What follows belongs to an exercise in optimizing a design on an open flow for small area; a production flow would make more cautious choices. Where RTL was checked, it was by simulation tests only, not by an equivalence proof against the original.

== run D ==
// top
module top(
	input clk,
	input rst,
	output [2:0]vgaRed,
	output [2:0]vgaGreen,
	output [1:0]vgaBlue,
	output vgaHsync,
	output vgaVsync,
	output MemOE,
	output MemWR,
	output FlashRp,
	output FlashCS,
	output [23:1]MemAdr,
	input [15:0]MemDB,
	input [7:0]sw,
	input [3:0]btn,
	output [7:0]led,
	input PS2C,
	input PS2D,
	output [3:0]an,
	output [6:0]seg
);
	function automatic [15:0] addc(input [15:0] a, input [15:0] b, input ci);
		integer i;
		reg c;
		begin
			c = ci;
			for(i = 0; i < 16; i = i + 1) begin
				addc[i] = a[i] ^ b[i] ^ c;
				c = (a[i] & b[i]) | (c & (a[i] ^ b[i]));
			end
		end
	endfunction
	function automatic ltu(input [15:0] a, input [15:0] b);
		integer i;
		reg br;
		begin
			br = 0;
			for(i = 0; i < 16; i = i + 1)
				br = (~a[i] & b[i]) | (~(a[i] ^ b[i]) & br);
			ltu = br;
		end
	endfunction
	parameter E1L = 38;
	parameter E1R = 55;
	parameter E1T = 145;
	parameter E1B = 205;
	parameter E2L = 230;
	parameter E2R = 259;
	parameter E2T = 168;
	parameter E2B = 233;
	parameter E3L = 362;
	parameter E3R = 383;
	parameter E3T = 162;
	parameter E3B = 237;
	parameter E4L = 466;
	parameter E4R = 488;
	parameter E4T = 99;
	parameter E4B = 146;
	localparam [12:0] TOFF = 13'd281;
	localparam [12:0] V_RST = 13'd0 - TOFF;
	reg [12:0]v;
	always@(posedge clk or posedge rst) begin
		if(rst) v <= V_RST;
		else v <= v + 13'd1;
	end
	wire vgaen = v[0];
	reg [4:0]hp5;
	wire [9:0]hc = {hp5, v[5:1]};
	wire lineend = vgaen && hp5 == 5'd20 && v[5:1] == 5'd18;    
	always@(posedge clk or posedge rst) begin
		if(rst) hp5 <= 5'd27;
		else if(lineend) hp5 <= 5'd27;
		else if(v[5:0] == 6'd63) hp5 <= hp5 + 5'd1;
	end
	reg [9:0]rv;
	always@(posedge clk or posedge rst) begin
		if(rst) rv <= 10'd993;
		else if(lineend) rv <= (rv == 10'd489) ? 10'd993 : rv + 10'd1;
	end
	wire [8:0]row = rv[8:0];
	assign vgaHsync = ~(~ltu(hc, 883) && ltu(hc, 979));
  ...
Size: roughly 1100 cells after synthesis, ~88 I/O pins, roughly 9700 um2 of cells after synthesis.
clock: 10.0 ns
lec_check: 0
cap_margin: 20
core_margin: 2
core_utilization: 40
slew_margin: 20
standard.sh (not shown) runs the stock make flow with config.mk's settings and CLKGATE_MAP_FILE= SYNTH_SCRIPT=/design/flow/synth_recipe.tcl, a recipe that flattens the netlist after the stock synthesis.
==> flow/flow/run.sh <==
#!/bin/bash
# Layout flow: the standard ORFS flow (standard.sh) with
#  - synthesis: the standard script (synth_recipe.tcl) with full-adder
#    extraction off and an area-oriented ABC script (flow/area.abc);
#    registers are mapped exactly as in the standard synthesis;
#  - port buffers: buf_1;
#  - clock tree: clkbuf_8, no dummy loads.
# Each ORFS step logs to orfs/logs/; make's own output goes to make_*.log.
set -euo pipefail
W=$(pwd)
bash standard.sh SYNTH_SCRIPT="$W/flow/synth.tcl" ADDER_MAP_FILE= \
  BUFFER_PORTS_ARGS="-buffer_cell sky130_fd_sc_hd__buf_1" \
  CTS_ARGS="-sink_clustering_enable -repair_clock_nets -buf_list sky130_fd_sc_hd__clkbuf_8 -dont_use_dummy_load" \
  finish > make_finish.log 2>&1
==> flow/flow/area.abc <==
strash
&get -n
&deepsyn -T 30
&put
dch -f
amap
topo
dnsize -c
==> flow/flow/synth.tcl <==
# The standard synthesis script, with ABC run on flow/area.abc instead
# of ORFS's speed script.
set ::area_abc [file join [file dirname [file normalize [info script]]] area.abc]
proc abc {args} {
  set i [lsearch $args -script]
  if {$i >= 0} { lset args [expr {$i + 1}] $::area_abc }
  yosys abc {*}$args
}
source [file join [file dirname [file dirname [file normalize [info script]]]] synth_recipe.tcl]
The following lists how run E was set up differently from run D:
--- a/flow/design.v
+++ b/flow/design.v
@@ -174,23 +174,23 @@
 	parameter E2R = 259;
 	parameter E2T = 168;
 	parameter E2B = 233;
 	parameter E3L = 362;
 	parameter E3R = 383;
 	parameter E3T = 162;
 	parameter E3B = 237;
 	parameter E4L = 466;
 	parameter E4R = 488;
 	parameter E4T = 99;
 	parameter E4B = 146;
-	localparam [12:0] TOFF = 13'd281;
+	localparam [12:0] TOFF = 13'd8153;
 	localparam [12:0] V_RST = 13'd0 - TOFF;
 	reg [12:0]v;
 	always@(posedge clk or posedge rst) begin
 		if(rst) v <= V_RST;
 		else v <= v + 13'd1;
 	end
 	wire vgaen = v[0];
 	reg [4:0]hp5;
 	wire [9:0]hc = {hp5, v[5:1]};
 	wire lineend = vgaen && hp5 == 5'd20 && v[5:1] == 5'd18;    
 	always@(posedge clk or posedge rst) begin
@@ -270,41 +270,46 @@
 	always@(posedge clk) if(fetch) cachebg <= MemDB;
 	wire [7:0]background = hc[0] ? cachebg[7:0] : cachebg[15:8];
 	wire hud_w = (hc == 10'd323 && ~ltu(rv, 237) && ltu(rv, 244)) ||
 		(rv == 10'd240 && ~ltu(hc, 320) && ltu(hc, 327));
 	wire hud_b = (hc == 10'd323 && ~ltu(rv, 230) && ltu(rv, 251)) ||
 		(rv == 10'd240 && ~ltu(hc, 313) && ltu(hc, 334));
 	wire hpbar = ~ltu(rv, 465) && ltu(rv, 475) && ~ltu(hc, 9) && ~ltu({hp4, 1'b0}, hc);
 	wire ammobar = ~ltu(hc, 608) && ltu(hc, 638) && ltu(rv, 475) &&
 		ammo_rows;
 	wire [5:0]ammo_sum = addc(row[8:4], ammo, ~ltu(row[3:0], 11));
 	wire ammo_rows = ammo_sum[5] | (&ammo_sum[4:1]);
-	wire [7:0]color = (hp4 == 7'd4) ? 8'd7 :
-		hud_w ? 8'd255 :
-		hud_b ? 8'd0 :
-		hpbar ? 8'd7 :
-		ammobar ? 8'b00111111 :
-		background;
+	wire theend = (hp4 == 7'd4);
+	wire c_r1 = theend | hud_w | (~hud_b & (hpbar | ammobar));
+	wire c_rb = ~hud_b;
+	wire c_g1 = ~theend & (hud_w | (~hud_b & ~hpbar & ammobar));
+	wire c_gb = ~theend & ~hud_b & ~hpbar;
+	wire c_b1 = ~theend & hud_w;
+	wire c_bb = ~theend & ~hud_b & ~hpbar & ~ammobar;
+	wire [7:0]color;
+	assign color[2:0] = {3{c_r1}} | ({3{c_rb}} & background[2:0]);
+	assign color[5:3] = {3{c_g1}} | ({3{c_gb}} & background[5:3]);
+	assign color[7:6] = {2{c_b1}} | ({2{c_bb}} & background[7:6]);
 	vga myvga(de, color, vgaRed, vgaGreen, vgaBlue);
 	reg [7:0]shoot;
-	wire shot = (shoot == 8'hfe);
+	wire shot = (shoot == 8'h01);
 	reg [12:0]reload;
 	wire rz12 = (reload[11:0] == 0);
 	wire reloading = ~rz12 | reload[12];
 	wire reload_end = rz12 & reload[12];
 	wire reload_start = shot && (ammo == 1);
 	wire reload_fb = (reload[12] ^ reload[3] ^ reload[2] ^ reload[0] ^ rz12) & (reloading | reload_start);
 	always@(posedge clk or posedge rst) begin
-		if(rst) shoot <= 8'hff;
+		if(rst) shoot <= 8'h00;
 		else if(btnl) shoot <= {shoot[6:0], shoot[7] ^ shoot[5] ^ shoot[4] ^ shoot[3] ^ (shoot[6:0] == 0)};
-		else shoot <= 8'hff;
+		else shoot <= 8'h00;
 	end
 	wire fire = ~reloading && shot;
 	always@(posedge clk or posedge rst) begin
 		if(rst) begin
 			ammo <= 8;
 			reload <= 0;
 			yoffset <= 0;
 		end
 		else begin
 			if(reload_end) ammo <= 8;
 			reload <= {reload[11:0], reload_fb};
Results
Run D -> run E: first-iteration DRC count decreased by more than 10%
Final critical path time including I/O delays and setup (lower): run D
The higher multi-input combinational cell count of run E and run D is in run D.
[compare] base=run D new=run E: worst stage delay on the critical path saw an increase; detailed-routed wire length on met3 saw an increase.
Compared with run D, in run E biggest fanout along the worst timing path climbed 1, maximum clock frequency moved down, area growth from synthesis to layout shows no meaningful change.
Looking at cell area after synthesis across run E and run D, the one that comes out higher is run D.
No functional check of the RTL was part of run D.

[static timing again, ports no longer ideal]
In the flow no input, the clock included, has a driving cell. The finished layouts below were timed again as built, in two steps.
Step 1 assumes that a clkbuf_16 drives the clock port and a buf_2 every other input.
Step 2 adds t to the input delays and takes it off the output delays; t is the mean of the earliest and latest rising clock arrival at the registers after step 1. Input paths then give back, and output paths get back, about the clock's delay inside the block.
a / b / c = ideal / step 1 / step 2; a / b = the first two.
run	shift t [ns]	slack for setup (ns)	worst register clock-pin slew, ns
run D	0.490	4.623 / 4.584 / 4.623	0.11 / 0.11
run E	0.516	3.919 / 3.919 / 3.919	0.12 / 0.12
After both steps setup and hold are still met in every run listed.
